Source: an optimization exercise on an open RTL-to-GDS flow (aim: small area, a short achievable clock period and few clock cycles). Production flows keep margins and buffers that such runs may drop.
Function was checked by simulation only, so behaviour that the tests miss may differ from the original.

## flow/design.v (module list and top-level ports; edited modules follow where they fit)
// module QUEEN: 1791 lines
module QUEEN(
    clk,
    rst_n,
    in_valid,
    col,
    row,
    in_valid_num,
    in_num,
    out_valid,
    out,
    );
  // ...
==> flow/run.sh <==
#!/bin/bash
# synth_recipe.tcl (not shown) runs the flow's synth.tcl, then flattens the netlist and writes it again
# the make line also repeats each setting of config.mk as NAME=value (left out here)
make -C /OpenROAD-flow-scripts/flow DESIGN_CONFIG=/design/flow/config.mk WORK_HOME=/design/flow/orfs CLKGATE_MAP_FILE= SYNTH_SCRIPT=/design/flow/synth_recipe.tcl finish
==> flow/config.mk <==
export PLATFORM = sky130hd
export DESIGN_NAME = QUEEN
export DESIGN_NICKNAME = QUEEN
export VERILOG_FILES = /design/flow/design.v
export SDC_FILE = /design/flow/constraint.sdc
export NUM_CORES = 4
export LEC_CHECK = 0
export CAP_MARGIN = 20
export CORE_MARGIN = 2
export CORE_UTILIZATION = 40
export SLEW_MARGIN = 20
==> flow/constraint.sdc <==
create_clock -name core_clock -period 6.0 [get_ports {clk}]
set_input_delay 1.2000 -clock core_clock [delete_from_list [all_inputs] [get_ports {clk}]]
set_output_delay 1.2000 -clock core_clock [all_outputs]
set_load 0.01 [all_outputs]
==> results.yml, run 1 <==
synthesis:
  synth_top_family_by_area: "compound AO/OA/AOI/OAI gates"
  synth_top_cell_by_area: "dfrtp_1"
  synth_common_cells: "nor2_1, dfrtp_1, o21ai_0"
  synth_mux_area_frac: 0.002129
setup_path:
  crit_slowest_cell: "dfstp_2"
  worstRegToRegCells: 14
  required_ns: 6.74
  end_kind: "flip-flop"
  crit_family: "simple AND/OR/NAND/NOR gates"
finish:
  fill_cells: 17570
  register_area_sq_um: 30560
  n_antenna_cell: 3
  largestClassByArea: "multi-input combinational cells"
  design_area_sq_um: 77900
  final_cell_mix: "nor2_1, dfrtp_1, o21ai_0, nand2_1, a31oi_1"
  layout.nets: 8158
  area_share_nonclk_buffers: 0.02231
timing:
  finalMaxSlewViolations: 0
  setup_viol_count_final: 0
  worstMarginPinSlew_ns: 1.233
run_status:
  status: "no timing/DRC/antenna violations"
drt:
  wirelength_met1_microns: 136300
  top_layer: "met5"
  met2_length_microns: 146700
grt:
  met2_usage: 0.5481
  antenna_found_initial: 7
  grt_start_max_net_pins: 196
floorplan:
  fp.dieH_microns: 423.9
placed_design:
  dp.cells: 10230
clocking:
  cts_tree: "yes"
Testbench counts, summed over its fixed seeds: cycles 477,553.
==> run 2, diff against run 1 <==
==> flow/design.v (replaced) <==
module QUEEN(
    clk,
    rst_n,
    in_valid,
    col,
    row,
    in_valid_num,
    in_num,
    out_valid,
    out
);
input               clk, rst_n, in_valid, in_valid_num;
input       [3:0]   col, row;
input       [2:0]   in_num;
output reg          out_valid;
output reg  [3:0]   out;
localparam S_IDLE = 2'd0, S_IN = 2'd1, S_SRCH = 2'd2, S_OUT = 2'd3;
reg  [1:0]  state;
reg  [2:0]  left;             
reg  [11:0] given;
reg  [11:0] M [0:11];
reg  [11:0] c;                
reg  [11:0] n;                
integer i, j, k;
reg [11:0] q  [0:11];
reg [11:0] nx [0:11];
reg [11:0] more;
reg [11:0] R;
reg [22:0] D1, D2;
always @(*) begin
    for (j = 0; j < 12; j = j + 1) begin
        q[j][0] = M[j][0];
        for (i = 1; i < 12; i = i + 1)
            q[j][i] = M[j][i] & ~|(M[j] & ((12'd1 << i) - 12'd1));
        nx[j] = M[j] & ~q[j];
        more[j] = |nx[j];
    end
    R = 12'd0; D1 = 23'd0; D2 = 23'd0;
    for (j = 0; j < 12; j = j + 1)
        for (i = 0; i < 12; i = i + 1) begin
            R[i] = R[i] | q[j][i];
            D1[i + j] = D1[i + j] | q[j][i];
            D2[i - j + 11] = D2[i - j + 11] | q[j][i];
        end
end
reg [11:0] avc, avn;
reg [11:0] attk;
always @(*) begin
    avc = 12'hfff; avn = 12'hfff;
    for (k = 0; k < 12; k = k + 1) begin
        for (i = 0; i < 12; i = i + 1)
            attk[i] = R[i] | D1[i + k] | D2[i - k + 11];
        if (c[k]) avc = avc & ~attk;
        if (n[k]) avn = avn & ~attk;
    end
end
reg [11:0] dsel;
always @(*) begin
    dsel = 12'd0;
    for (k = 0; k < 12; k = k + 1)
        for (i = k + 1; i < 12; i = i + 1)
            if (c[k] & n[i]) dsel[i - k] = 1'b1;
end
reg [11:0] ok;
reg        okr;
always @(*) begin
    for (i = 0; i < 12; i = i + 1) begin
        okr = 1'b0;
        for (j = 0; j < 12; j = j + 1)
            if (j != i)
                okr = okr | (avn[j] & ~dsel[(j > i) ? (j - i) : (i - j)]);
        ok[i] = okr | ~|n;
    end
end
wire [11:0] cand = avc & ok;
wire        has  = |cand;
reg [11:0] nf  [0:11];
reg [11:0] nf2 [0:11];
reg [11:0] rest;
always @(*) begin
    for (i = 0; i < 12; i = i + 1) begin
        rest = ~given & ~((12'd2 << i) - 12'd1);
        nf[i]  = rest & ~(rest - 12'd1);
        rest = rest & ~nf[i];
        nf2[i] = rest & ~(rest - 12'd1);
    end
end
reg [11:0] given_nx;
reg [11:0] f1, f2, restf;
always @(*) begin
    restf = ~given_nx;
    f1 = restf & ~(restf - 12'd1);
    restf = restf & ~f1;
    f2 = restf & ~(restf - 12'd1);
end
reg [11:0] below, popv, jsel, above_j;
reg [11:0] c_pop, n_pop, n_adv;
always @(*) begin
    below = 12'd0;
    for (k = 0; k < 12; k = k + 1)
        for (i = 0; i < k; i = i + 1)
            if (c[k]) below[i] = 1'b1;
    popv = more & below & ~given;
    jsel = 12'd0;
    for (i = 0; i < 12; i = i + 1)
        if (popv[i]) jsel = 12'd1 << i;
    above_j = 12'd0;
    for (k = 0; k < 12; k = k + 1)
        for (i = k + 1; i < 12; i = i + 1)
            if (jsel[k]) above_j[i] = 1'b1;
    c_pop = 12'd0; n_pop = 12'd0; n_adv = 12'd0;
    for (k = 0; k < 12; k = k + 1) begin
        if (jsel[k]) begin c_pop = c_pop | nf[k]; n_pop = n_pop | nf2[k]; end
        if (n[k]) n_adv = n_adv | nf[k];
    end
end
reg [11:0] qo;
reg [3:0]  qenc;
always @(*) begin
    qo = 12'd0;
    for (k = 0; k < 12; k = k + 1)
        if (c[k]) qo = qo | q[k];
    qenc = 4'd0;
    for (i = 0; i < 12; i = i + 1)
        if (qo[i]) qenc = qenc | i[3:0];
end
wire [3:0] q0enc = {q[0][8]|q[0][9]|q[0][10]|q[0][11],
                    q[0][4]|q[0][5]|q[0][6]|q[0][7],
                    q[0][2]|q[0][3]|q[0][6]|q[0][7]|q[0][10]|q[0][11],
                    q[0][1]|q[0][3]|q[0][5]|q[0][7]|q[0][9]|q[0][11]};
wire [11:0] col_oh = 12'd1 << col;
wire [11:0] row_oh = 12'd1 << row;
wire        first  = (state == S_IDLE || state == S_IN) && in_valid && in_valid_num;
wire        take   = (state == S_IN) && in_valid;
always @(*) given_nx = first ? col_oh : (given | col_oh);
wire        last_in = first ? (in_num == 3'd1) : (left == 3'd1);
wire done = (state == S_SRCH) && has && ~|n;
always @(posedge clk or negedge rst_n) begin
    if (!rst_n) begin
        state <= S_IDLE;
        out_valid <= 1'b0;
        out <= 4'd0;
    end else begin
        case (state)
        S_IDLE: if (first) state <= (in_num == 3'd1) ? S_SRCH : S_IN;
        S_IN:   if (in_valid && last_in) state <= S_SRCH;
        S_SRCH: if (done) begin
                    state <= S_OUT;
                    out_valid <= 1'b1;
                    out <= q0enc;
                end
        S_OUT:  if (~|c) begin
                    state <= S_IDLE;
                    out_valid <= 1'b0;
                    out <= 4'd0;
                end else
                    out <= qenc;
        endcase
    end
end
always @(posedge clk) begin
    if (first || take) begin
        left <= first ? in_num - 3'd1 : left - 3'd1;
        given <= given_nx;
        c <= f1;
        n <= f2;
    end else if (state == S_SRCH) begin
        if (has) begin
            c <= done ? 12'd2 : n;
            n <= n_adv;
        end else begin
            c <= c_pop;
            n <= n_pop;
        end
    end else if (state == S_OUT)
        c <= {c[10:0], 1'b0};
end
genvar g;
generate
for (g = 0; g < 12; g = g + 1) begin : col_g
    always @(posedge clk) begin
        if (first)
            M[g] <= col_oh[g] ? row_oh : 12'd0;
        else if (take) begin
            if (col_oh[g]) M[g] <= row_oh;
        end else if (state == S_SRCH) begin
            if (has) begin
                if (c[g]) M[g] <= cand;
            end else if (jsel[g])
                M[g] <= nx[g];
            else if (above_j[g] & ~given[g])
                M[g] <= 12'd0;
        end
    end
end
endgenerate
endmodule
==> results.yml, run 2 <==
grt:
  antenna_found_initial: 9
  grt_pass1_wl_microns: 201600
  grt_overflow_total: 0
  grt_pass1_vias: 27810
  track_usage: 0.5265
  grt_start_max_net_pins: 43
finish:
  post-route-util: 0.5683
  largest_reg_flops: 144
  final_common_cell: "buf_4"
  drive_gt1_frac: 0.3229
  final_cell_mix: "buf_4, nor2_1, nand2_1, edfxtp_1, o21ai_0"
  largest_register: "M"
  area_growth_pct: 40.43
  layout.nets: 3283
  fin_cells: 3962
drt:
  postRouteWirelength_microns: 145900
  drc_errors: 0
  detail-route-antenna-nets: 0
  first_iter_violations: 5699
  num_vias: 30170
  drt_pass1_iterations: 22
  wire_per_inst_microns: 36.82
  vias_per_cell: 7.614
placed_design:
  dp.cells: 3858
  dp_hpwl_microns: 110300
  port_buffers: 19
  gp_congestion: 1.136
  pre_cts_ws_ns: -0.9070
clocking:
  hold_buffers: 0
  clock-sinks: 189
  clk_pin_slew_worst_paths_ns: 0.10
  cts_buffer_depth: 2
  cts_root_buf: "clkbuf_16"
  clk_latency_ns: 0.53
  cts_tree: "yes"
  htreeDepth: 4
  numCtsBuffers: 17
synthesis:
  ys_async_sr_fraction: 0.03704
  yosys.area_share.simple: 0.3064
  synth_area_sq_um: 20800
  synth_edf_count: 182
  yosysMostFrequentCell: "nor2_1"
  yosysTopAreaCellShare: 0.2627
  synth_top_cell_by_area: "edfxtp_1"
  synth_xor_area_frac: 0.007157
  ys_ff_latch: 189
  ys.flop_type: "edfxtp_1"
  syn_nets: 2647
  synth_mux_area_frac: 0.01016
  synthCells: 2624
  syn_area_per_cell_sq_um: 7.928
  synth_top_family_by_area: "compound AO/OA/AOI/OAI gates"
  synth_fa_ha_area_frac: 0.01877
  synth.distinct_cells: 109
  synth_common_cells: "nor2_1, nand2_1, edfxtp_1"
  ys_top_cells_by_area: "edfxtp_1, o31ai_1, o221ai_1"
  ys_seq_area_frac: 0.2711
  synth_warnings: 6
  synth_compound_area_frac: 0.3220
floorplan:
  core_sq_um: 51410
  rows: 83
  fp.dieH_microns: 232.1
  initial_core_util: 0.4047
  die_x_microns: 232.1
  dieArea_sq_um: 53850
  pin_count: 20
setup_path:
  worst_ep_arrival_time_ns: 6.29
  cp-start-kind: "flip-flop"
  critPathBufInv: 6
  path_max_fanout: 9
  crit_family: "simple AND/OR/NAND/NOR gates"
  path_depth: 20
  worst-setup-path-type: "reg -> reg"
  worstRegToRegCells: 20
  crit_top_cell: "buf_4"
  max_stage_delay_ns: 0.57
  end_kind: "flip-flop"
  required_ns: 6.23
  worstPathCellList: "or4_4 -> buf_4 -> or3_4 -> nand4_1 -> buf_4 -> or2_4 -> buf_6 -> nor3_1 -> o2111a_1 -> and3_4 -> a222oi_1 -> nor4b_2 -> a31oi_2 -> buf_4 -> nor4_4 -> nand3_4 -> buf_12 -> or4_4 -> a32oi_4 -> buf_6"
  crit_slowest_cell: "or4_4"
timing:
  fin_crit_sh: 1.011
  finClkSkew_ns: 0.02581
  period_needed_ns: 6.063
  timing.setup.tns_ns: -0.5945
  setup_viol_count_final: 24
  hold_viol: 0
  finalMaxSlewViolations: 0
  slew_headroom: 0.1303
  max_freq_ghz: 0.1649
  setup_slack_ns: -0.06315
  hold_ws_ns: 0.5172
  worstMarginPinSlew_ns: 1.293
hold_path:
  whs_path_depth: 1
  min-delay-path-class: "reg -> reg"
job:
  maxCapViolCount: 0
run_status:
  failed_checks: "setup timing"
  status: "complete, but fails checks"
run 2: cell types whose count changed in the layout (fill, tap and decap cells not counted), moves of 132 or more:
cell and delta:
nor2_1 -958, dfrtp_1 -943, o21ai_0 -708, buf_4 +611, nand2_1 -503, a31oi_1 -466
a21oi_1 -293, dfstp_2 -257, edfxtp_1 +182, nor3_1 -178, a22oi_1 -140, clkbuf_16 -132
run 2: timing repair:
item | 4_1_cts | 5_1_grt
buffers inserted | 11 | 51
cloned | 1 | 1
setup endpoints to repair | 274 | 281
resized for setup | 47 | 106
pin swaps | 5 | 40
run 2: per-layer routing:
metal  track usage  share of wire
met1        0.6189           0.34
met2        0.7335           0.39
met3        0.2328           0.16
met4        0.4343           0.11
met5             0        0.00053
run 2: final cells by class:
type / count / area (sq um)
well taps: 680 / 850.8
inverters: 80 / 300.3
multi-input cells: 2114 / 14540
fillers: 4657 / 22190
clock buffers: 17 / 425.4
repair buffers: 858 / 7204
clock inverters: 15 / 232.7
flip-flops and latches: 189 / 5640
diodes: 9 / 22.52
run 2: final timing paths:
check                                    from              endpoint  slack (ns)
max                         M[4][2]$_DFFE_PP_     M[7][8]$_DFFE_PP_       -0.06
min                        out[2]$_DFFE_PN0P_    out[2]$_DFFE_PN0P_        0.52
max reg2reg                 M[4][2]$_DFFE_PP_     M[7][8]$_DFFE_PP_       -0.06
min reg2reg                out[2]$_DFFE_PN0P_    out[2]$_DFFE_PN0P_        0.52
max in group asynchronous               rst_n  state[0]$_DFFE_PN0P_        4.70
min in group asynchronous               rst_n    out[2]$_DFFE_PN0P_        0.98
run 2: cells by family after synthesis:
logic type | count (synthesis)
AOI/OAI and AO/OA | 912
xor gates and xnor gates | 17
adders and majority gates | 37
buffers and inverters | 321
DFF | 189
muxes | 20
and+or+nand+nor | 1128
run 2: through the flow:
stage | instance area (sq um)
after global routing | 29190
final | 29210
after detailed placement | 27290
after CTS | 28290
after global placement | 27290
after floorplan | 20800
Testbench counts of run 2, summed over its fixed seeds: cycles 150,352.
==> module QUEEN, before the edit <==
module QUEEN(
    clk,
    rst_n,
    in_valid,
    col,
    row,
    in_valid_num,
    in_num,
    out_valid,
    out
);
input               clk, rst_n, in_valid, in_valid_num;
input       [3:0]   col, row;
input       [2:0]   in_num;
output reg          out_valid;
output reg  [3:0]   out;
localparam S_IDLE = 2'd0, S_IN = 2'd1, S_SRCH = 2'd2, S_OUT = 2'd3;
reg  [1:0]  state;
reg  [2:0]  left;             
reg  [11:0] given;
reg  [11:0] M [0:11];
reg  [11:0] c;                
reg  [11:0] n;                
integer i, j, k;
reg [11:0] q  [0:11];
reg [11:0] nx [0:11];
reg [11:0] more;
reg [11:0] R;
reg [22:0] D1, D2;
always @(*) begin
    for (j = 0; j < 12; j = j + 1) begin
        q[j][0] = M[j][0];
        for (i = 1; i < 12; i = i + 1)
            q[j][i] = M[j][i] & ~|(M[j] & ((12'd1 << i) - 12'd1));
        nx[j] = M[j] & ~q[j];
        more[j] = |nx[j];
    end
    R = 12'd0; D1 = 23'd0; D2 = 23'd0;
    for (j = 0; j < 12; j = j + 1)
        for (i = 0; i < 12; i = i + 1) begin
            R[i] = R[i] | q[j][i];
            D1[i + j] = D1[i + j] | q[j][i];
            D2[i - j + 11] = D2[i - j + 11] | q[j][i];
        end
end
reg [11:0] avc, avn;
reg [11:0] attk;
always @(*) begin
    avc = 12'hfff; avn = 12'hfff;
    for (k = 0; k < 12; k = k + 1) begin
        for (i = 0; i < 12; i = i + 1)
            attk[i] = R[i] | D1[i + k] | D2[i - k + 11];
        if (c[k]) avc = avc & ~attk;
        if (n[k]) avn = avn & ~attk;
    end
end
reg [11:0] dsel;
always @(*) begin
    dsel = 12'd0;
    for (k = 0; k < 12; k = k + 1)
        for (i = k + 1; i < 12; i = i + 1)
            if (c[k] & n[i]) dsel[i - k] = 1'b1;
end
reg [11:0] ok;
reg        okr;
always @(*) begin
    for (i = 0; i < 12; i = i + 1) begin
        okr = 1'b0;
        for (j = 0; j < 12; j = j + 1)
            if (j != i)
                okr = okr | (avn[j] & ~dsel[(j > i) ? (j - i) : (i - j)]);
        ok[i] = okr | ~|n;
    end
end
wire [11:0] cand = avc & ok;
wire        has  = |cand;
reg [11:0] nf  [0:11];
reg [11:0] nf2 [0:11];
reg [11:0] rest;
always @(*) begin
    for (i = 0; i < 12; i = i + 1) begin
        rest = ~given & ~((12'd2 << i) - 12'd1);
        nf[i]  = rest & ~(rest - 12'd1);
        rest = rest & ~nf[i];
        nf2[i] = rest & ~(rest - 12'd1);
    end
end
reg [11:0] given_nx;
reg [11:0] f1, f2, restf;
always @(*) begin
    restf = ~given_nx;
    f1 = restf & ~(restf - 12'd1);
    restf = restf & ~f1;
    f2 = restf & ~(restf - 12'd1);
end
reg [11:0] below, popv, jsel, above_j;
reg [11:0] c_pop, n_pop, n_adv;
always @(*) begin
    below = 12'd0;
    for (k = 0; k < 12; k = k + 1)
        for (i = 0; i < k; i = i + 1)
            if (c[k]) below[i] = 1'b1;
    popv = more & below & ~given;
    jsel = 12'd0;
    for (i = 0; i < 12; i = i + 1)
        if (popv[i]) jsel = 12'd1 << i;
    above_j = 12'd0;
    for (k = 0; k < 12; k = k + 1)
        for (i = k + 1; i < 12; i = i + 1)
            if (jsel[k]) above_j[i] = 1'b1;
    c_pop = 12'd0; n_pop = 12'd0; n_adv = 12'd0;
    for (k = 0; k < 12; k = k + 1) begin
        if (jsel[k]) begin c_pop = c_pop | nf[k]; n_pop = n_pop | nf2[k]; end
        if (n[k]) n_adv = n_adv | nf[k];
    end
end
reg [11:0] qo;
reg [3:0]  qenc;
always @(*) begin
    qo = 12'd0;
    for (k = 0; k < 12; k = k + 1)
        if (c[k]) qo = qo | q[k];
    qenc = 4'd0;
    for (i = 0; i < 12; i = i + 1)
        if (qo[i]) qenc = qenc | i[3:0];
end
wire [3:0] q0enc = {q[0][8]|q[0][9]|q[0][10]|q[0][11],
                    q[0][4]|q[0][5]|q[0][6]|q[0][7],
                    q[0][2]|q[0][3]|q[0][6]|q[0][7]|q[0][10]|q[0][11],
                    q[0][1]|q[0][3]|q[0][5]|q[0][7]|q[0][9]|q[0][11]};
wire [11:0] col_oh = 12'd1 << col;
wire [11:0] row_oh = 12'd1 << row;
wire        first  = (state == S_IDLE || state == S_IN) && in_valid && in_valid_num;
wire        take   = (state == S_IN) && in_valid;
always @(*) given_nx = first ? col_oh : (given | col_oh);
wire        last_in = first ? (in_num == 3'd1) : (left == 3'd1);
wire done = (state == S_SRCH) && has && ~|n;
always @(posedge clk or negedge rst_n) begin
    if (!rst_n) begin
        state <= S_IDLE;
        out_valid <= 1'b0;
        out <= 4'd0;
    end else begin
        case (state)
        S_IDLE: if (first) state <= (in_num == 3'd1) ? S_SRCH : S_IN;
        S_IN:   if (in_valid && last_in) state <= S_SRCH;
        S_SRCH: if (done) begin
                    state <= S_OUT;
                    out_valid <= 1'b1;
                    out <= q0enc;
                end
        S_OUT:  if (~|c) begin
                    state <= S_IDLE;
                    out_valid <= 1'b0;
                    out <= 4'd0;
                end else
                    out <= qenc;
        endcase
    end
end
always @(posedge clk) begin
    if (first || take) begin
        left <= first ? in_num - 3'd1 : left - 3'd1;
        given <= given_nx;
        c <= f1;
        n <= f2;
    end else if (state == S_SRCH) begin
        if (has) begin
            c <= done ? 12'd2 : n;
            n <= n_adv;
        end else begin
            c <= c_pop;
            n <= n_pop;
        end
    end else if (state == S_OUT)
        c <= {c[10:0], 1'b0};
end
genvar g;
generate
for (g = 0; g < 12; g = g + 1) begin : col_g
    always @(posedge clk) begin
        if (first)
            M[g] <= col_oh[g] ? row_oh : 12'd0;
        else if (take) begin
            if (col_oh[g]) M[g] <= row_oh;
        end else if (state == S_SRCH) begin
            if (has) begin
                if (c[g]) M[g] <= cand;
            end else if (jsel[g])
                M[g] <= nx[g];
            else if (above_j[g] & ~given[g])
                M[g] <= 12'd0;
        end
    end
end
endgenerate
endmodule
==> run 3, diff against run 2 <==
==> flow/design.v (replaced) <==
module QUEEN(
    clk,
    rst_n,
    in_valid,
    col,
    row,
    in_valid_num,
    in_num,
    out_valid,
    out
);
input               clk, rst_n, in_valid, in_valid_num;
input       [3:0]   col, row;
input       [2:0]   in_num;
output reg          out_valid;
output reg  [3:0]   out;
localparam FC2 = 1;
localparam S_IDLE = 2'd0, S_IN = 2'd1, S_SRCH = 2'd2, S_OUT = 2'd3;
reg  [1:0]  state;
reg  [2:0]  left;             
reg  [11:0] given;
reg  [11:0] M [0:11];
reg  [11:0] c;                
reg  [11:0] n;                
reg  [11:0] n2;               
integer i, j, k;
function [11:0] lowbit;
    input [11:0] x;
    integer b;
    reg seen;
    begin
        seen = 1'b0;
        for (b = 0; b < 12; b = b + 1) begin
            lowbit[b] = x[b] & ~seen;
            seen = seen | x[b];
        end
    end
endfunction
reg [11:0] q  [0:11];
reg [11:0] nx [0:11];
reg [11:0] more;
reg [11:0] R;
reg [22:0] D1, D2;
always @(*) begin
    for (j = 0; j < 12; j = j + 1) begin
        q[j] = lowbit(M[j]);
        nx[j] = M[j] & ~q[j];
        more[j] = |nx[j];
    end
    R = 12'd0; D1 = 23'd0; D2 = 23'd0;
    for (j = 0; j < 12; j = j + 1)
        for (i = 0; i < 12; i = i + 1) begin
            R[i] = R[i] | q[j][i];
            D1[i + j] = D1[i + j] | q[j][i];
            D2[i - j + 11] = D2[i - j + 11] | q[j][i];
        end
end
reg [11:0] avc, avn, avn2;
reg [11:0] attk;
always @(*) begin
    avc = 12'hfff; avn = 12'hfff; avn2 = 12'hfff;
    for (k = 0; k < 12; k = k + 1) begin
        for (i = 0; i < 12; i = i + 1)
            attk[i] = R[i] | D1[i + k] | D2[i - k + 11];
        if (c[k]) avc = avc & ~attk;
        if (n[k]) avn = avn & ~attk;
        if (n2[k]) avn2 = avn2 & ~attk;
    end
end
reg [11:0] dsel, dsel2;
always @(*) begin
    dsel = 12'd0; dsel2 = 12'd0;
    for (k = 0; k < 12; k = k + 1)
        for (i = k + 1; i < 12; i = i + 1) begin
            if (c[k] & n[i]) dsel[i - k] = 1'b1;
            if (c[k] & n2[i]) dsel2[i - k] = 1'b1;
        end
end
reg [11:0] ok;
reg        okr, okr2;
always @(*) begin
    for (i = 0; i < 12; i = i + 1) begin
        okr = 1'b0; okr2 = 1'b0;
        for (j = 0; j < 12; j = j + 1)
            if (j != i) begin
                okr = okr | (avn[j] & ~dsel[(j > i) ? (j - i) : (i - j)]);
                okr2 = okr2 | (avn2[j] & ~dsel2[(j > i) ? (j - i) : (i - j)]);
            end
        ok[i] = (okr | ~|n) & (FC2 == 0 || okr2 || ~|n2);
    end
end
wire [11:0] cand = avc & ok;
wire        has  = |cand;
wire [11:0] free = ~given;
reg  [11:0] above_n, n_adv;
always @(*) begin
    above_n = 12'd0;
    for (i = 1; i < 12; i = i + 1)
        above_n[i] = above_n[i - 1] | n[i - 1];
    n_adv = lowbit(free & above_n & ~n2);
end
reg [11:0] below, popv, jsel, above_j, A, c_pop, n_pop, n2_pop;
reg        hi;
always @(*) begin
    below[11] = 1'b0;
    for (i = 10; i >= 0; i = i - 1)
        below[i] = below[i + 1] | c[i + 1];
    popv = more & below & free;
    hi = 1'b0;
    for (i = 11; i >= 0; i = i - 1) begin
        above_j[i] = ~hi & ~popv[i];
        jsel[i] = popv[i] & ~hi;
        hi = hi | popv[i];
    end
    A = free & above_j;
    c_pop = lowbit(A);
    n_pop = lowbit(A & ~c_pop);
    n2_pop = lowbit(A & ~c_pop & ~n_pop);
end
reg [11:0] qo;
reg [3:0]  qenc;
always @(*) begin
    qo = 12'd0;
    for (k = 0; k < 12; k = k + 1)
        if (c[k]) qo = qo | q[k];
    qenc = 4'd0;
    for (i = 0; i < 12; i = i + 1)
        if (qo[i]) qenc = qenc | i[3:0];
end
wire [3:0] q0enc = {q[0][8]|q[0][9]|q[0][10]|q[0][11],
                    q[0][4]|q[0][5]|q[0][6]|q[0][7],
                    q[0][2]|q[0][3]|q[0][6]|q[0][7]|q[0][10]|q[0][11],
                    q[0][1]|q[0][3]|q[0][5]|q[0][7]|q[0][9]|q[0][11]};
wire [11:0] col_oh = 12'd1 << col;
wire [11:0] row_oh = 12'd1 << row;
wire        first  = (state == S_IDLE || state == S_IN) && in_valid && in_valid_num;
wire        take   = (state == S_IN) && in_valid;
wire [11:0] given_nx = first ? col_oh : (given | col_oh);
wire [11:0] f1 = lowbit(~given_nx);
wire [11:0] f2 = lowbit(~given_nx & ~f1);
wire [11:0] f3 = lowbit(~given_nx & ~f1 & ~f2);
wire        last_in = first ? (in_num == 3'd1) : (left == 3'd1);
wire done = (state == S_SRCH) && has && ~|n;
always @(posedge clk or negedge rst_n) begin
    if (!rst_n) begin
        state <= S_IDLE;
        out_valid <= 1'b0;
        out <= 4'd0;
    end else begin
        case (state)
        S_IDLE: if (first) state <= (in_num == 3'd1) ? S_SRCH : S_IN;
        S_IN:   if (in_valid && last_in) state <= S_SRCH;
        S_SRCH: if (done) begin
                    state <= S_OUT;
                    out_valid <= 1'b1;
                    out <= q0enc;
                end
        S_OUT:  if (~|c) begin
                    state <= S_IDLE;
                    out_valid <= 1'b0;
                    out <= 4'd0;
                end else
                    out <= qenc;
        endcase
    end
end
always @(posedge clk) begin
    if (first || take) begin
        left <= first ? in_num - 3'd1 : left - 3'd1;
        given <= given_nx;
        c <= f1;
        n <= f2;
        n2 <= f3;
    end else if (state == S_SRCH) begin
        if (has) begin
            c <= done ? 12'd2 : n;
            n <= n2;
            n2 <= n_adv;
        end else begin
            c <= c_pop;
            n <= n_pop;
            n2 <= n2_pop;
        end
    end else if (state == S_OUT)
        c <= {c[10:0], 1'b0};
end
genvar g;
generate
for (g = 0; g < 12; g = g + 1) begin : col_g
    always @(posedge clk) begin
        if (first)
            M[g] <= col_oh[g] ? row_oh : 12'd0;
        else if (take) begin
            if (col_oh[g]) M[g] <= row_oh;
        end else if (state == S_SRCH) begin
            if (has) begin
                if (c[g]) M[g] <= cand;
            end else if (jsel[g])
                M[g] <= nx[g];
            else if (above_j[g] & free[g])
                M[g] <= 12'd0;
        end
    end
end
endgenerate
endmodule
==> results.yml, run 3 <==
run_status:
  status: "complete, but fails checks"
  failed_checks: "setup timing"
clocking:
  numCtsBuffers: 17
  clk_latency_ns: 0.52
  clk_pin_slew_worst_paths_ns: 0.10
  cts_tree: "yes"
  htreeDepth: 4
  hold_buffers: 0
  cts_buffer_depth: 2
  cts_root_buf: "clkbuf_16"
  clock-sinks: 199
drt:
  num_vias: 33460
  postRouteWirelength_microns: 167400
  detail-route-antenna-nets: 0
  wire_per_inst_microns: 39.08
  first_iter_violations: 7519
  drc_errors: 0
  drt_pass1_iterations: 14
  vias_per_cell: 7.813
placed_design:
  dp_hpwl_microns: 128900
  port_buffers: 19
  gp_congestion: 1.156
  pre_cts_ws_ns: -0.5090
  dp.cells: 4191
finish:
  fin_cells: 4283
  largest_reg_flops: 144
  fill_cells: 5362
  layout.nets: 3520
  final_common_cell: "buf_4"
  largest_register: "M"
  area_growth_pct: 31.55
  final_cell_mix: "buf_4, nand2_1, o21ai_0, nor2_1, edfxtp_1"
  drive_gt1_frac: 0.2821
synthesis:
  synthCells: 2992
  synth_warnings: 4
  syn_area_per_cell_sq_um: 7.813
  synth.distinct_cells: 108
  synth_top_cell_by_area: "edfxtp_1"
  synth_edf_count: 192
  yosys.area_share.simple: 0.3162
  yosysTopAreaCellShare: 0.2466
  synth_common_cells: "nand2_1, o21ai_0, nor2_1"
  yosysMostFrequentCell: "nand2_1"
  ys_top_cells_by_area: "edfxtp_1, o21ai_0, nand2_1"
  ys.flop_type: "edfxtp_1"
  synth_top_family_by_area: "compound AO/OA/AOI/OAI gates"
  synth_compound_area_frac: 0.3258
  ys_seq_area_frac: 0.2541
  syn_nets: 3015
  ys_async_sr_fraction: 0.03518
  synth_fa_ha_area_frac: 0.01584
  synth_mux_area_frac: 0.009795
  synth_xor_area_frac: 0.006744
  ys_ff_latch: 199
  synth_area_sq_um: 23380
setup_path:
  worst-setup-path-type: "reg -> reg"
  required_ns: 6.29
  path_max_fanout: 12
  end_kind: "flip-flop"
  cp-start-kind: "flip-flop"
  worst_ep_arrival_time_ns: 6.40
  worstRegToRegCells: 24
floorplan:
  initial_core_util: 0.4052
  core_sq_um: 57700
  die_x_microns: 245.7
  dieArea_sq_um: 60390
  pin_count: 20
  rows: 88
  fp.dieH_microns: 245.7
timing:
  setup_slack_ns: -0.1035
  finalMaxSlewViolations: 0
  finClkSkew_ns: 0.02053
  hold_viol: 0
  worstMarginPinSlew_ns: 1.347
  period_needed_ns: 6.103
  fin_crit_sh: 1.017
  hold_ws_ns: 0.5271
  max_freq_ghz: 0.1638
  rsz0062_at_grt: "true"
  setup_viol_count_final: 84
  slew_headroom: 0.1023
grt:
  grt_overflow_total: 0
  grt_start_max_net_pins: 62
  grt_pass1_vias: 30650
  antenna_found_initial: 10
  track_usage: 0.5358
  grt_pass1_wl_microns: 229800
job:
  maxCapViolCount: 0
hold_path:
  whs_path_depth: 1
  min-delay-path-class: "reg -> reg"
[run 3: cell count changes after synthesis, sizes merged, moves of 30 or more]
cell and change:
o31ai -55, a222oi +30, nand2 +64, a311o -31
nor3 -35, a21oi +49, a22oi +47, o21ai +64
[run 3: final timing paths]
kind | slack (ns) | startpoint | to
worst max-delay path | -0.10 | M[5][2]$_DFFE_PP_ | M[8][2]$_DFFE_PP_
worst min-delay path | 0.53 | out[1]$_DFFE_PN0P_ | out[1]$_DFFE_PN0P_
worst max register to register | -0.10 | M[5][2]$_DFFE_PP_ | M[8][2]$_DFFE_PP_
worst min register to register | 0.53 | out[1]$_DFFE_PN0P_ | out[1]$_DFFE_PN0P_
max in group asynchronous | 4.81 | rst_n | out_valid$_DFFE_PN0P_
min in group asynchronous | 0.94 | rst_n | state[1]$_DFFE_PN0P_
[run 3: cell families (layout without fill, tap and decap cells)]
kind of cell / Yosys count / count (layout)
XOR/XNOR: 18 / 18
AND/OR/NAND/NOR: 1285 / 1286
multiplexers: 22 / 22
flip-flops: 199 / 199
buffers and inverters: 372 / 889
other: 0 / 8
AO/OA/AOI/OAI: 1061 / 1061
adder cells (fa/ha/maj): 35 / 35
[run 3: worst max-delay path, stage by stage (launching register included)]
cell,delay [ns]
edfxtp_1,0.36
buf_4,0.16
nor4_4,0.04
buf_4,0.16
buf_4,0.13
and4_2,0.33
or4b_4,0.57
or2_4,0.32
or4_4,0.57
buf_4,0.18
a221oi_2,0.26
nand3_2,0.21
buf_4,0.22
buf_4,0.15
o221a_2,0.31
a41oi_2,0.19
buf_4,0.17
o21ai_0,0.16
and4_1,0.24
nand2_2,0.09
buf_12,0.16
buf_4,0.13
nor4_1,0.04
o32a_2,0.52
buf_12,0.19
[run 3: what timing repair did]
item | CTS | global route
gates cloned | 0 | 1
endpoints found under the setup margin | 299 | 301
resized for setup | 37 | 87
buffers inserted | 14 | 37
pin swaps | 12 | 30
[run 3: metrics by stage]
| step | utilization | TNS [ns] | area [sq um] |
|---|---|---|---|
| 2_1_floorplan | - | 0 | 23380 |
| 3_3_place_gp | 0.5043 | -72.58 | 29090 |
| 3_5_place_dp | 0.5045 | -64.93 | 29110 |
| 4_1_cts | 0.5203 | -0.03471 | 30020 |
| 5_1_grt | 0.5327 | -5.494 | 30730 |
| 6_report | 0.5330 | -3.697 | 30750 |
[run 3: area by class of cell]
cell class                 instances  area (sq um)  share of cell area
timing repair buffer             767          6445              0.2096
antenna                            8         20.02           0.0006510
multi-input combinational       2422         16410              0.5336
inverter                          90         337.8             0.01099
sequential                       199          5941              0.1932
tap                              765         957.2             0.03113
clock buffer                      17         425.4             0.01383
clock inverter                    15         217.7            0.007080
[run 3: per-layer routing]
metal  share of wire  wire length (microns)  up-vias  GRT usage
li1                -                      -    13150          -
met1            0.35                  59070    15670     0.6677
met2            0.38                  64070     3630     0.7275
met3            0.17                  28810     1006     0.2371
met4           0.092                  15360       10     0.3807
met5         0.00041                     69        -          0
Testbench counts of run 3, summed over its fixed seeds: cycles 123,316.
==> run 4, diff against run 3 <==
--- a/flow/design.v
+++ b/flow/design.v
@@ -21,6 +21,7 @@
 reg  [11:0] given;
 reg  [11:0] M [0:11];
 reg  [11:0] c;                
+reg  [11:0] act;              
 reg  [11:0] n;                
 reg  [11:0] n2;               
 integer i, j, k;
@@ -50,9 +51,9 @@
     R = 12'd0; D1 = 23'd0; D2 = 23'd0;
     for (j = 0; j < 12; j = j + 1)
         for (i = 0; i < 12; i = i + 1) begin
-            R[i] = R[i] | q[j][i];
-            D1[i + j] = D1[i + j] | q[j][i];
-            D2[i - j + 11] = D2[i - j + 11] | q[j][i];
+            R[i] = R[i] | (q[j][i] & act[j]);
+            D1[i + j] = D1[i + j] | (q[j][i] & act[j]);
+            D2[i - j + 11] = D2[i - j + 11] | (q[j][i] & act[j]);
         end
 end
 reg [11:0] avc, avn, avn2;
@@ -99,13 +100,10 @@
         above_n[i] = above_n[i - 1] | n[i - 1];
     n_adv = lowbit(free & above_n & ~n2);
 end
-reg [11:0] below, popv, jsel, above_j, A, c_pop, n_pop, n2_pop;
+reg [11:0] popv, jsel, above_j, A, c_pop, n_pop, n2_pop;
 reg        hi;
 always @(*) begin
-    below[11] = 1'b0;
-    for (i = 10; i >= 0; i = i - 1)
-        below[i] = below[i + 1] | c[i + 1];
-    popv = more & below & free;
+    popv = more & act & free;
     hi = 1'b0;
     for (i = 11; i >= 0; i = i - 1) begin
         above_j[i] = ~hi & ~popv[i];
@@ -117,15 +115,11 @@
     n_pop = lowbit(A & ~c_pop);
     n2_pop = lowbit(A & ~c_pop & ~n_pop);
 end
-reg [11:0] qo;
 reg [3:0]  qenc;
 always @(*) begin
-    qo = 12'd0;
-    for (k = 0; k < 12; k = k + 1)
-        if (c[k]) qo = qo | q[k];
     qenc = 4'd0;
     for (i = 0; i < 12; i = i + 1)
-        if (qo[i]) qenc = qenc | i[3:0];
+        if (R[i]) qenc = qenc | i[3:0];
 end
 wire [3:0] q0enc = {q[0][8]|q[0][9]|q[0][10]|q[0][11],
                     q[0][4]|q[0][5]|q[0][6]|q[0][7],
@@ -155,7 +149,7 @@
                     out_valid <= 1'b1;
                     out <= q0enc;
                 end
-        S_OUT:  if (~|c) begin
+        S_OUT:  if (~|act) begin
                     state <= S_IDLE;
                     out_valid <= 1'b0;
                     out <= 4'd0;
@@ -171,34 +165,33 @@
         c <= f1;
         n <= f2;
         n2 <= f3;
+        act <= given_nx;
     end else if (state == S_SRCH) begin
         if (has) begin
-            c <= done ? 12'd2 : n;
+            c <= n;
             n <= n2;
             n2 <= n_adv;
+            act <= done ? 12'd2 : (act | c);
         end else begin
             c <= c_pop;
             n <= n_pop;
             n2 <= n2_pop;
+            act <= given | ~above_j;
         end
     end else if (state == S_OUT)
-        c <= {c[10:0], 1'b0};
+        act <= {act[10:0], 1'b0};
 end
 genvar g;
 generate
 for (g = 0; g < 12; g = g + 1) begin : col_g
     always @(posedge clk) begin
-        if (first)
-            M[g] <= col_oh[g] ? row_oh : 12'd0;
-        else if (take) begin
+        if (first || take) begin
             if (col_oh[g]) M[g] <= row_oh;
         end else if (state == S_SRCH) begin
-            if (has) begin
-                if (c[g]) M[g] <= cand;
-            end else if (jsel[g])
+            if (c[g])
+                M[g] <= cand;
+            else if (jsel[g] & ~has)
                 M[g] <= nx[g];
-            else if (above_j[g] & free[g])
-                M[g] <= 12'd0;
         end
     end
 end
--- a/flow/config.mk
+++ b/flow/config.mk
@@ -5,7 +5,9 @@
 export SDC_FILE = /design/flow/constraint.sdc
 export NUM_CORES = 4
 export LEC_CHECK = 0
+export ABC_AREA = 1
 export CAP_MARGIN = 20
 export CORE_MARGIN = 2
 export CORE_UTILIZATION = 40
+export SETUP_SLACK_MARGIN = 0.15
 export SLEW_MARGIN = 20
==> results.yml, run 4 <==
finish:
  drive_gt1_frac: 0.1283
  final_common_cell: "nand2_1"
  largest_register: "M"
  area_growth_pct: 12.76
  final_cell_mix: "nand2_1, nor2_1, nand3_1, inv_1, edfxtp_1"
  layout.nets: 3725
  largest_reg_flops: 144
grt:
  track_usage: 0.4493
  antenna_found_initial: 6
  grt_overflow_total: 0
  grt_pass1_wl_microns: 193400
  grt_start_max_net_pins: 40
  grt_pass1_vias: 27010
synthesis:
  syn_area_per_cell_sq_um: 6.354
  ys.flop_type: "edfxtp_1"
  synth_area_sq_um: 22950
  synthCells: 3612
  synth_edf_count: 204
  ys_async_sr_fraction: 0.03318
  ys_ff_latch: 211
  synth_top_cell_by_area: "edfxtp_1"
  ys_seq_area_frac: 0.2745
  synth.distinct_cells: 66
  syn_nets: 3635
  synth_common_cells: "nand2_1, nor2_1, nand3_1"
  yosysTopAreaCellShare: 0.2669
  synth_warnings: 4
  ys_top_cells_by_area: "edfxtp_1, nand2_1, nand3_1"
  yosysMostFrequentCell: "nand2_1"
placed_design:
  pre_cts_ws_ns: 0.3507
  dp_hpwl_microns: 106600
  gp_congestion: 1.106
  port_buffers: 19
timing:
  worstMarginPinSlew_ns: 1.234
  max_freq_ghz: 0.1770
  finClkSkew_ns: 0.06190
  setup_slack_ns: 0.3505
  slew_headroom: 0.1751
  hold_viol: 0
  timing.setup.tns_ns: 0
  fin_crit_sh: 0.9416
  period_needed_ns: 5.650
  setup_viol_count_final: 0
  finalMaxSlewViolations: 0
  rsz0062_at_grt: "false"
clocking:
  cts_buffer_depth: 3
  hold_buffers: 0
  clock-sinks: 211
  cts_tree: "yes"
  clk_pin_slew_worst_paths_ns: 0.06
  cts_root_buf: "clkbuf_16"
  htreeDepth: 1
  numCtsBuffers: 26
  clk_latency_ns: 0.62
setup_path:
  worst-setup-path-type: "reg -> reg"
  cp-start-kind: "flip-flop"
  path_max_fanout: 15
  end_kind: "flip-flop"
  worst_ep_arrival_time_ns: 5.93
  required_ns: 6.28
run_status:
  status: "no timing/DRC/antenna violations"
drt:
  wire_per_inst_microns: 30.48
  first_iter_violations: 4607
  vias_per_cell: 6.485
  drc_errors: 0
  postRouteWirelength_microns: 136400
  num_vias: 29040
  detail-route-antenna-nets: 0
  drt_pass1_iterations: 7
floorplan:
  dieArea_sq_um: 59310
  rows: 87
  fp.dieH_microns: 243.5
  core_sq_um: 56600
  pin_count: 20
  die_x_microns: 243.5
  initial_core_util: 0.4055
hold_path:
  min-delay-path-class: "reg -> reg"
job:
  maxCapViolCount: 0
-- run 4: cell count changes in the layout (fill, tap and decap cells not counted), sizes merged, moves of 81 or more --
cell,previous run,this run
nand2,250,970
buf,748,197
nor2,201,584
nand3,147,467
inv,92,408
or3,84,1
a22oi,83,1
a21oi,151,70
-- run 4: repair_timing --
item / CTS / global route
buffers inserted: 0 / 4
setup endpoints to repair: 0 / 121
gates resized for setup: 0 / 19
-- run 4: kinds of logic after synthesis --
kind of cell	share of synthesized area
simple gates	0.4739
buf+inv	0.09775
compound gates	0.1482
flops	0.2745
fa+ha+maj	0.004362
xor+xnor	0.0007634
mux	0.0004362
-- run 4: path summary, 6_finish.rpt --
kind	startpoint	end	slack [ns]	depth (start not counted)
hold / removal	out[1]$_DFFE_PN0P_	out[1]$_DFFE_PN0P_	0.49	2
setup reg to reg	M[8][1]$_DFFE_PP_	M[1][9]$_DFFE_PP_	0.35	25
hold reg to reg	out[1]$_DFFE_PN0P_	out[1]$_DFFE_PN0P_	0.49	2
setup / recovery	M[8][1]$_DFFE_PP_	M[1][9]$_DFFE_PP_	0.35	25
max in group asynchronous	rst_n	out[1]$_DFFE_PN0P_	4.86	1
min in group asynchronous	rst_n	out[2]$_DFFE_PN0P_	0.90	1
-- run 4: per-layer routing --
| metal | track usage | part of all wire |
|---|---|---|
| met5 | 0.008170 | 0.00061 |
| met4 | 0.2287 | 0.062 |
| met3 | 0.1451 | 0.15 |
| met2 | 0.6483 | 0.40 |
| met1 | 0.5976 | 0.39 |
-- run 4: through the flow --
step	hold WS (ns)	utilization	cells	instance area, sq um
floorplan	0.4999	-	3612	22950
detailed placement	0.4781	0.4412	4426	24970
finish	0.4935	0.4572	4477	25880
CTS	0.4949	0.4545	4471	25730
global route	0.5160	0.4571	4475	25870
global placement	0.4809	0.4412	4426	24970
-- run 4: cell type report --
cell class / instances / area [sq um]
diodes: 2 / 5.005
clock buffers: 39 / 709.4
clock inverters: 6 / 43.79
fillers: 6147 / 30720
inverters: 416 / 1565
multi-input cells: 2830 / 14510
flip-flops and latches: 211 / 6301
well taps: 756 / 945.9
repair buffers: 217 / 1799
-- run 4: worst max-delay path, cell delays in order, from the launching register on --
cell and delay (ns):
edfxtp_1 0.44, nor2_2 0.22, nand4_2 0.15, nor2_2 0.23
nand4_1 0.18, nor2_1 0.17, nand4_1 0.41, nand3_1 0.56
nor2_1 0.24, a21oi_1 0.30, nor2_4 0.12, nand2_2 0.13
nor2_1 0.05, nor3_1 0.26, nand2_1 0.15, nand3_2 0.14
nand2_1 0.07, nor2_2 0.12, buf_12 0.11, nand3_2 0.18
inv_2 0.13, buf_12 0.18, buf_4 0.20, a31oi_1 0.09
nor2_1 0.27, buf_12 0.19
Testbench counts of run 4, summed over its fixed seeds: cycles 123,316.
==> run 5, diff against run 4 <==
--- a/flow/design.v
+++ b/flow/design.v
@@ -56,18 +56,20 @@
             D2[i - j + 11] = D2[i - j + 11] | (q[j][i] & act[j]);
         end
 end
-reg [11:0] avc, avn, avn2;
+reg [11:0] avc, avn, avn2, rowok;
 reg [11:0] attk;
 always @(*) begin
-    avc = 12'hfff; avn = 12'hfff; avn2 = 12'hfff;
+    avc = 12'hfff; avn = 12'hfff; avn2 = 12'hfff; rowok = 12'd0;
     for (k = 0; k < 12; k = k + 1) begin
         for (i = 0; i < 12; i = i + 1)
             attk[i] = R[i] | D1[i + k] | D2[i - k + 11];
         if (c[k]) avc = avc & ~attk;
         if (n[k]) avn = avn & ~attk;
         if (n2[k]) avn2 = avn2 & ~attk;
-    end
-end
+        if (~act[k] & ~given[k]) rowok = rowok | ~attk;
+    end
+end
+wire dead = |(~R & ~rowok);
 reg [11:0] dsel, dsel2;
 always @(*) begin
     dsel = 12'd0; dsel2 = 12'd0;
@@ -91,7 +93,7 @@
     end
 end
 wire [11:0] cand = avc & ok;
-wire        has  = |cand;
+wire        has  = |cand & ~dead;
 wire [11:0] free = ~given;
 reg  [11:0] above_n, n_adv;
 always @(*) begin
@@ -134,7 +136,8 @@
 wire [11:0] f2 = lowbit(~given_nx & ~f1);
 wire [11:0] f3 = lowbit(~given_nx & ~f1 & ~f2);
 wire        last_in = first ? (in_num == 3'd1) : (left == 3'd1);
-wire done = (state == S_SRCH) && has && ~|n;
+wire srch = (state == S_SRCH);
+wire done = srch && has && ~|n;
 always @(posedge clk or negedge rst_n) begin
     if (!rst_n) begin
         state <= S_IDLE;
@@ -181,18 +184,16 @@
     end else if (state == S_OUT)
         act <= {act[10:0], 1'b0};
 end
+wire [11:0] wsel = srch ? c : ((first || take) ? col_oh : 12'd0);
+wire [11:0] wbus = srch ? cand : row_oh;
 genvar g;
 generate
 for (g = 0; g < 12; g = g + 1) begin : col_g
     always @(posedge clk) begin
-        if (first || take) begin
-            if (col_oh[g]) M[g] <= row_oh;
-        end else if (state == S_SRCH) begin
-            if (c[g])
-                M[g] <= cand;
-            else if (jsel[g] & ~has)
-                M[g] <= nx[g];
-        end
+        if (wsel[g])
+            M[g] <= wbus;
+        else if (srch & jsel[g] & ~has)
+            M[g] <= nx[g];
     end
 end
 endgenerate
--- a/flow/config.mk
+++ b/flow/config.mk
@@ -9,5 +9,5 @@
 export CAP_MARGIN = 20
 export CORE_MARGIN = 2
 export CORE_UTILIZATION = 40
-export SETUP_SLACK_MARGIN = 0.15
+export SETUP_SLACK_MARGIN = 1.0
 export SLEW_MARGIN = 20
==> results.yml, run 5 <==
synthesis:
  synth_xor_area_frac: 0.0007168
  ys_ff_latch: 211
  synth_compound_area_frac: 0.1459
  synth_mux_area_frac: 0.0008192
  yosysMostFrequentCell: "nand2_1"
  synthCells: 4001
  synth_fa_ha_area_frac: 0.004096
  synth_top_family_by_area: "simple AND/OR/NAND/NOR gates"
  ys_seq_area_frac: 0.2578
  yosysTopAreaCellShare: 0.2507
  synth_area_sq_um: 24440
  synth_edf_count: 204
  ys_top_cells_by_area: "edfxtp_1, nand2_1, nand3_1"
  synth_warnings: 4
  synth_top_cell_by_area: "edfxtp_1"
  ys.flop_type: "edfxtp_1"
  ys_async_sr_fraction: 0.03318
  synth.distinct_cells: 68
  synth_common_cells: "nand2_1, nor2_1, inv_1"
  syn_nets: 4024
  yosys.area_share.simple: 0.4860
  syn_area_per_cell_sq_um: 6.108
clocking:
  clock-sinks: 211
  numCtsBuffers: 26
  htreeDepth: 1
  cts_buffer_depth: 3
  clk_pin_slew_worst_paths_ns: 0.07
  clk_latency_ns: 0.62
  cts_tree: "yes"
  cts_root_buf: "clkbuf_16"
finish:
  largest_register: "M"
  design_area_sq_um: 29350
  drive_gt1_frac: 0.1626
  area_growth_pct: 20.10
  largest_reg_flops: 144
  final_common_cell: "nand2_1"
  final_cell_mix: "nand2_1, nor2_1, inv_1, nand3_1, buf_4"
  layout.nets: 4211
timing:
  max_freq_ghz: 0.1972
  timing.setup.tns_ns: 0
  fin_crit_sh: 0.8450
  period_needed_ns: 5.070
  finClkSkew_ns: 0.03989
  hold_viol: 0
  finalMaxSlewViolations: 0
  setup_viol_count_final: 0
  rsz0062_at_grt: "true"
  slew_headroom: 0.1597
  worstMarginPinSlew_ns: 1.260
setup_path:
  worst-setup-path-type: "reg -> reg"
  crit_start: "act[2]$_DFFE_PP_"
  rr_startpoint: "act[2]$_DFFE_PP_"
  crit_top_cell: "buf_4"
  crit_slowest_cell: "clkinv_1"
  worst_ep_arrival_time_ns: 5.42
  r2r_setup_slack_ns: 0.93
  max_stage_delay_ns: 0.82
  worstPathCellList: "buf_4 -> buf_4 -> nor2_1 -> clkinv_1 -> o22ai_1 -> nor3_1 -> o21ai_0 -> o32ai_1 -> buf_4 -> nor3_1 -> nand2_1 -> nor2_2 -> nand2_8 -> inv_4 -> buf_12 -> o41ai_4 -> buf_4 -> clkbuf_16"
  cp-start-kind: "flip-flop"
  end_kind: "flip-flop"
  worstRegToRegCells: 18
  setup.worst_path.end: "M[7][6]$_DFFE_PP_"
  required_ns: 6.35
  path_max_fanout: 10
  timing.rr.end: "M[7][6]$_DFFE_PP_"
run_status:
  status: "no timing/DRC/antenna violations"
grt:
  track_usage: 0.4618
  grt_overflow_total: 0
  grt_start_max_net_pins: 65
  antenna_found_initial: 9
  grt_pass1_wl_microns: 209900
  grt_pass1_vias: 28920
drt:
  detail-route-antenna-nets: 0
  drc_errors: 0
  top_layer: "met5"
  drt_pass1_iterations: 10
  met2_length_microns: 59660
  wirelength_met1_microns: 57330
  num_vias: 31910
  postRouteWirelength_microns: 150300
  wire_per_inst_microns: 30.11
  first_iter_violations: 5407
  vias_per_cell: 6.393
  wl_met3_microns: 22150
floorplan:
  rows: 90
  core_sq_um: 60360
  fp.dieH_microns: 251.2
  die_x_microns: 251.2
  dieArea_sq_um: 63090
  pin_count: 20
  initial_core_util: 0.4049
placed_design:
  gp_congestion: 1.110
  dpl_cell_area_sq_um: 26350
  port_buffers: 19
  dp_hpwl_microns: 117100
hold_path:
  min-delay-path-class: "reg -> reg"
job:
  maxCapViolCount: 0
-- run 5: changes by cell type in the layout (fill, tap and decap cells not counted), moves of 39 or more --
cell	before	now
buf_4	187	253
inv_1	383	460
nand2_1	926	1105
nand3_1	425	385
o21ai_0	126	235
o221ai_1	123	17
o22ai_1	34	73
-- run 5: what timing repair did --
action / CTS / global route
pin swaps: 8 / 48
endpoints found under the setup margin: 229 / 292
gates resized for setup: 30 / 167
buffers inserted: 31 / 92
cloned: 0 / 3
hold buffers: 0 / 0
-- run 5: cell type report --
cell class / instances / area (sq um)
Timing Repair Buffer: 306 / 2770
Inverter: 503 / 1909
Tap cell: 782 / 978.4
Multi-Input combinational cell: 3140 / 16520
Sequential cell: 211 / 6301
Clock buffer: 32 / 673.1
Antenna cell: 4 / 10.01
Fill cell: 6390 / 31010
Clock inverter: 14 / 186.4
-- run 5: cell families after synthesis --
family	Yosys count
adders and majority gates	8
AOI/OAI and AO/OA	579
buffers and inverters	650
and+or+nand+nor	2549
DFF	211
muxes	2
xor gates and xnor gates	2
-- run 5: layer usage --
layer	up-vias	track usage
met5	-	0
met4	6	0.2582
met3	660	0.1592
met2	2627	0.6583
met1	14710	0.6063
li1	13910	-
-- run 5: worst min path at each step --
stage | start | slack (ns) | endpoint | cells past startpoint
2_1_floorplan | state[0]$_DFFE_PN0P_ | 0.51 | state[0]$_DFFE_PN0P_ | 2
3_3_place_gp | out_valid$_DFFE_PN0P_ | 0.49 | out_valid$_DFFE_PN0P_ | 2
3_5_place_dp | out[0]$_DFFE_PN0P_ | 0.48 | out[0]$_DFFE_PN0P_ | 2
4_1_cts | out[2]$_DFFE_PN0P_ | 0.50 | out[2]$_DFFE_PN0P_ | 2
5_1_grt | out[3]$_DFFE_PN0P_ | 0.53 | out[3]$_DFFE_PN0P_ | 2
6_report | out[2]$_DFFE_PN0P_ | 0.49 | out[2]$_DFFE_PN0P_ | 2
-- run 5: worst max-delay path, delay by kind of cell (launching register included) --
kind / cells / cell delay [ns]
buf+inv: 8 / 2.04
compound gates: 4 / 0.83
simple gates: 6 / 1.50
flops: 1 / 0.38
-- run 5: per-stage QoR --
stage / hold WS, ns / utilization / setup slack [ns] / cells
6_report: 0.4939 / 0.4863 / 0.9301 / 4992
5_1_grt: 0.5286 / 0.4862 / 0.9449 / 4989
4_1_cts: 0.5005 / 0.4586 / 0.9949 / 4893
3_5_place_dp: 0.4801 / 0.4365 / 0.5947 / 4816
3_3_place_gp: 0.4885 / 0.4365 / 0.6303 / 4816
2_1_floorplan: 0.5133 / - / 1.775 / 4001
Testbench counts of run 5, summed over its fixed seeds: cycles 113,035.
==> run 6, diff against run 5 <==
--- a/flow/config.mk
+++ b/flow/config.mk
@@ -9,5 +9,5 @@
 export CAP_MARGIN = 20
 export CORE_MARGIN = 2
 export CORE_UTILIZATION = 40
-export SETUP_SLACK_MARGIN = 1.0
+export SETUP_SLACK_MARGIN = 0.6
 export SLEW_MARGIN = 20
==> results.yml, run 6 <==
run_status:
  status: "no timing/DRC/antenna violations"
floorplan:
  core_sq_um: 60360
  initial_core_util: 0.4049
  pin_count: 20
  die_x_microns: 251.2
  dieArea_sq_um: 63090
  rows: 90
  fp.dieH_microns: 251.2
setup_path:
  worst-setup-path-type: "reg -> reg"
  end_kind: "flip-flop"
  required_ns: 6.33
  worst_ep_arrival_time_ns: 5.59
  cp-start-kind: "flip-flop"
  path_max_fanout: 16
timing:
  hold_ws_ns: 0.4953
  finalMaxSlewViolations: 0
  max_freq_ghz: 0.1901
  fin_crit_sh: 0.8767
  rsz0062_at_grt: "true"
  worstMarginPinSlew_ns: 1.186
  period_needed_ns: 5.260
  hold_viol: 0
  finClkSkew_ns: 0.04029
  timing.setup.tns_ns: 0
  setup_slack_ns: 0.7399
  setup_viol_count_final: 0
  slew_headroom: 0.2096
synthesis:
  ys_async_sr_fraction: 0.03318
  ys_ff_latch: 211
  synth_top_cell_by_area: "edfxtp_1"
  yosysMostFrequentCell: "nand2_1"
  ys_top_cells_by_area: "edfxtp_1, nand2_1, nand3_1"
  synth_edf_count: 204
  yosysTopAreaCellShare: 0.2507
  synth_area_sq_um: 24440
  syn_nets: 4024
  ys.flop_type: "edfxtp_1"
  synth_warnings: 4
  ys_seq_area_frac: 0.2578
  synthCells: 4001
  syn_area_per_cell_sq_um: 6.108
  synth.distinct_cells: 68
  synth_common_cells: "nand2_1, nor2_1, inv_1"
drt:
  num_vias: 31270
  wire_per_inst_microns: 30.34
  drc_errors: 0
  drt_pass1_iterations: 9
  detail-route-antenna-nets: 0
  first_iter_violations: 4992
  postRouteWirelength_microns: 149000
  vias_per_cell: 6.368
clocking:
  hold_buffers: 0
  htreeDepth: 1
  numCtsBuffers: 26
  cts_buffer_depth: 3
  cts_tree: "yes"
  cts_root_buf: "clkbuf_16"
  clock-sinks: 211
  clk_latency_ns: 0.62
  clk_pin_slew_worst_paths_ns: 0.06
grt:
  track_usage: 0.4609
  grt_overflow_total: 0
  grt_pass1_wl_microns: 209300
  antenna_found_initial: 3
  grt_start_max_net_pins: 65
  grt_pass1_vias: 28720
finish:
  final_common_cell: "nand2_1"
  final_cell_mix: "nand2_1, nor2_1, inv_1, nand3_1, o21ai_0"
  largest_reg_flops: 144
  drive_gt1_frac: 0.1233
  layout.nets: 4126
  post-route-util: 0.4601
  area_growth_pct: 13.64
  largest_register: "M"
placed_design:
  dp_hpwl_microns: 117100
  pre_cts_ws_ns: 0.5947
  gp_congestion: 1.110
  port_buffers: 19
job:
  maxCapViolCount: 0
hold_path:
  min-delay-path-class: "reg -> reg"
-- run 6: changes by cell type in the layout (fill, tap and decap cells not counted), sizes merged --
| cell | before | now |
|---|---|---|
| clkbuf | 35 | 32 |
| inv | 488 | 490 |
| buf | 284 | 202 |
| clkinvlp | 3 | 1 |
| diode | 4 | 7 |
-- run 6: critical path, cell delays in order (launching register included) --
cell	delay (ns)
edfxtp_1	0.55
buf_4	0.27
nand2_1	0.15
nand2_1	0.07
nor3_1	0.15
nand4_1	0.26
inv_1	0.45
nand4_1	0.42
buf_4	0.29
o22ai_1	0.14
nor3_1	0.08
o21ai_0	0.21
o32ai_1	0.22
buf_4	0.20
nor3_1	0.15
nand2_1	0.10
nor2_1	0.38
nand2_4	0.21
inv_2	0.17
buf_12	0.20
o21ai_1	0.07
buf_4	0.20
-- run 6: final timing paths --
path | end | from | slack, ns | cells after the start
max | M[10][2]$_DFFE_PP_ | act[8]$_DFFE_PP_ | 0.74 | 21
min | out[2]$_DFFE_PN0P_ | out[2]$_DFFE_PN0P_ | 0.50 | 2
max reg2reg | M[10][2]$_DFFE_PP_ | act[8]$_DFFE_PP_ | 0.74 | 21
min reg2reg | out[2]$_DFFE_PN0P_ | out[2]$_DFFE_PN0P_ | 0.50 | 2
max in group asynchronous | state[0]$_DFFE_PN0P_ | rst_n | 4.92 | 1
min in group asynchronous | out[0]$_DFFE_PN0P_ | rst_n | 0.84 | 1
-- run 6: cells by family after synthesis --
logic type               count (synthesis)  synth area share
AND/OR/NAND/NOR                       2549            0.4860
buffers and inverters                  650            0.1047
AO/OA/AOI/OAI                          579            0.1459
flip-flops                             211            0.2578
adder cells (fa/ha/maj)                  8          0.004096
XOR/XNOR                                 2         0.0007169
multiplexers                             2         0.0008192
-- run 6: timing repair --
| action | CTS | global route |
|---|---|---|
| resized for setup | 1 | 36 |
| setup endpoints to repair | 18 | 227 |
| pin swaps | 0 | 10 |
| buffers inserted | 0 | 41 |
| endpoints found under the hold margin | 0 | 0 |
-- run 6: cell type report --
class	count	area, sq um
diodes	7	17.52
fillers	6515	32590
inverters	503	1892
flip-flops and latches	211	6301
clock inverters	14	186.4
multi-input cells	3140	15790
repair buffers	221	1932
well taps	782	978.4
clock buffers	32	673.1
-- run 6: metal layers --
layer  up-vias  GRT usage  share of wire
met4         2     0.2565          0.069
li1      13730          -              -
met3       610     0.1558           0.15
met1     14380     0.6074           0.39
met2      2550     0.6570           0.40
met5         -          0        0.00077
-- run 6: stage by stage --
step | cell area [sq um] | std cells
2_1_floorplan | 24440 | 4001
3_3_place_gp | 26340 | 4816
3_5_place_dp | 26350 | 4816
4_1_cts | 27210 | 4862
5_1_grt | 27760 | 4903
6_report | 27770 | 4910

static timing again, ports no longer ideal:
Ports are ideal in the flow. The routed layouts listed here were re-timed in OpenROAD. Step 1, drivers: a clkbuf_16 drives clk and a buf_2 each remaining input, both assumed. Step 2 times the ports against the registers' clock, not the clock port: input delays grow and output delays shrink by t, the midpoint of the rising clock arrivals with the driver on. Three values: ideal ports, drivers, drivers and shift; two values: the first two.
run	shift t [ns]	setup slack, ns	hold WS [ns]	worst register clock-pin slew, ns	worst slew at a driven data input, ns
run 1	0.880	1.275 / 1.275 / 1.275	0.434 / 0.413 / 0.481	0.08 / 0.08	0.06
run 2	0.579	-0.063 / -0.063 / -0.063	0.517 / 0.517 / 0.517	0.10 / 0.10	0.06
run 3	0.573	-0.103 / -0.103 / -0.103	0.527 / 0.527 / 0.527	0.10 / 0.10	0.04
run 4	0.650	0.350 / 0.350 / 0.350	0.494 / 0.494 / 0.494	0.09 / 0.09	0.04
run 5	0.664	0.930 / 0.930 / 0.930	0.494 / 0.494 / 0.494	0.07 / 0.07	0.05
run 6	0.669	0.740 / 0.740 / 0.740	0.495 / 0.495 / 0.495	0.06 / 0.06	0.05
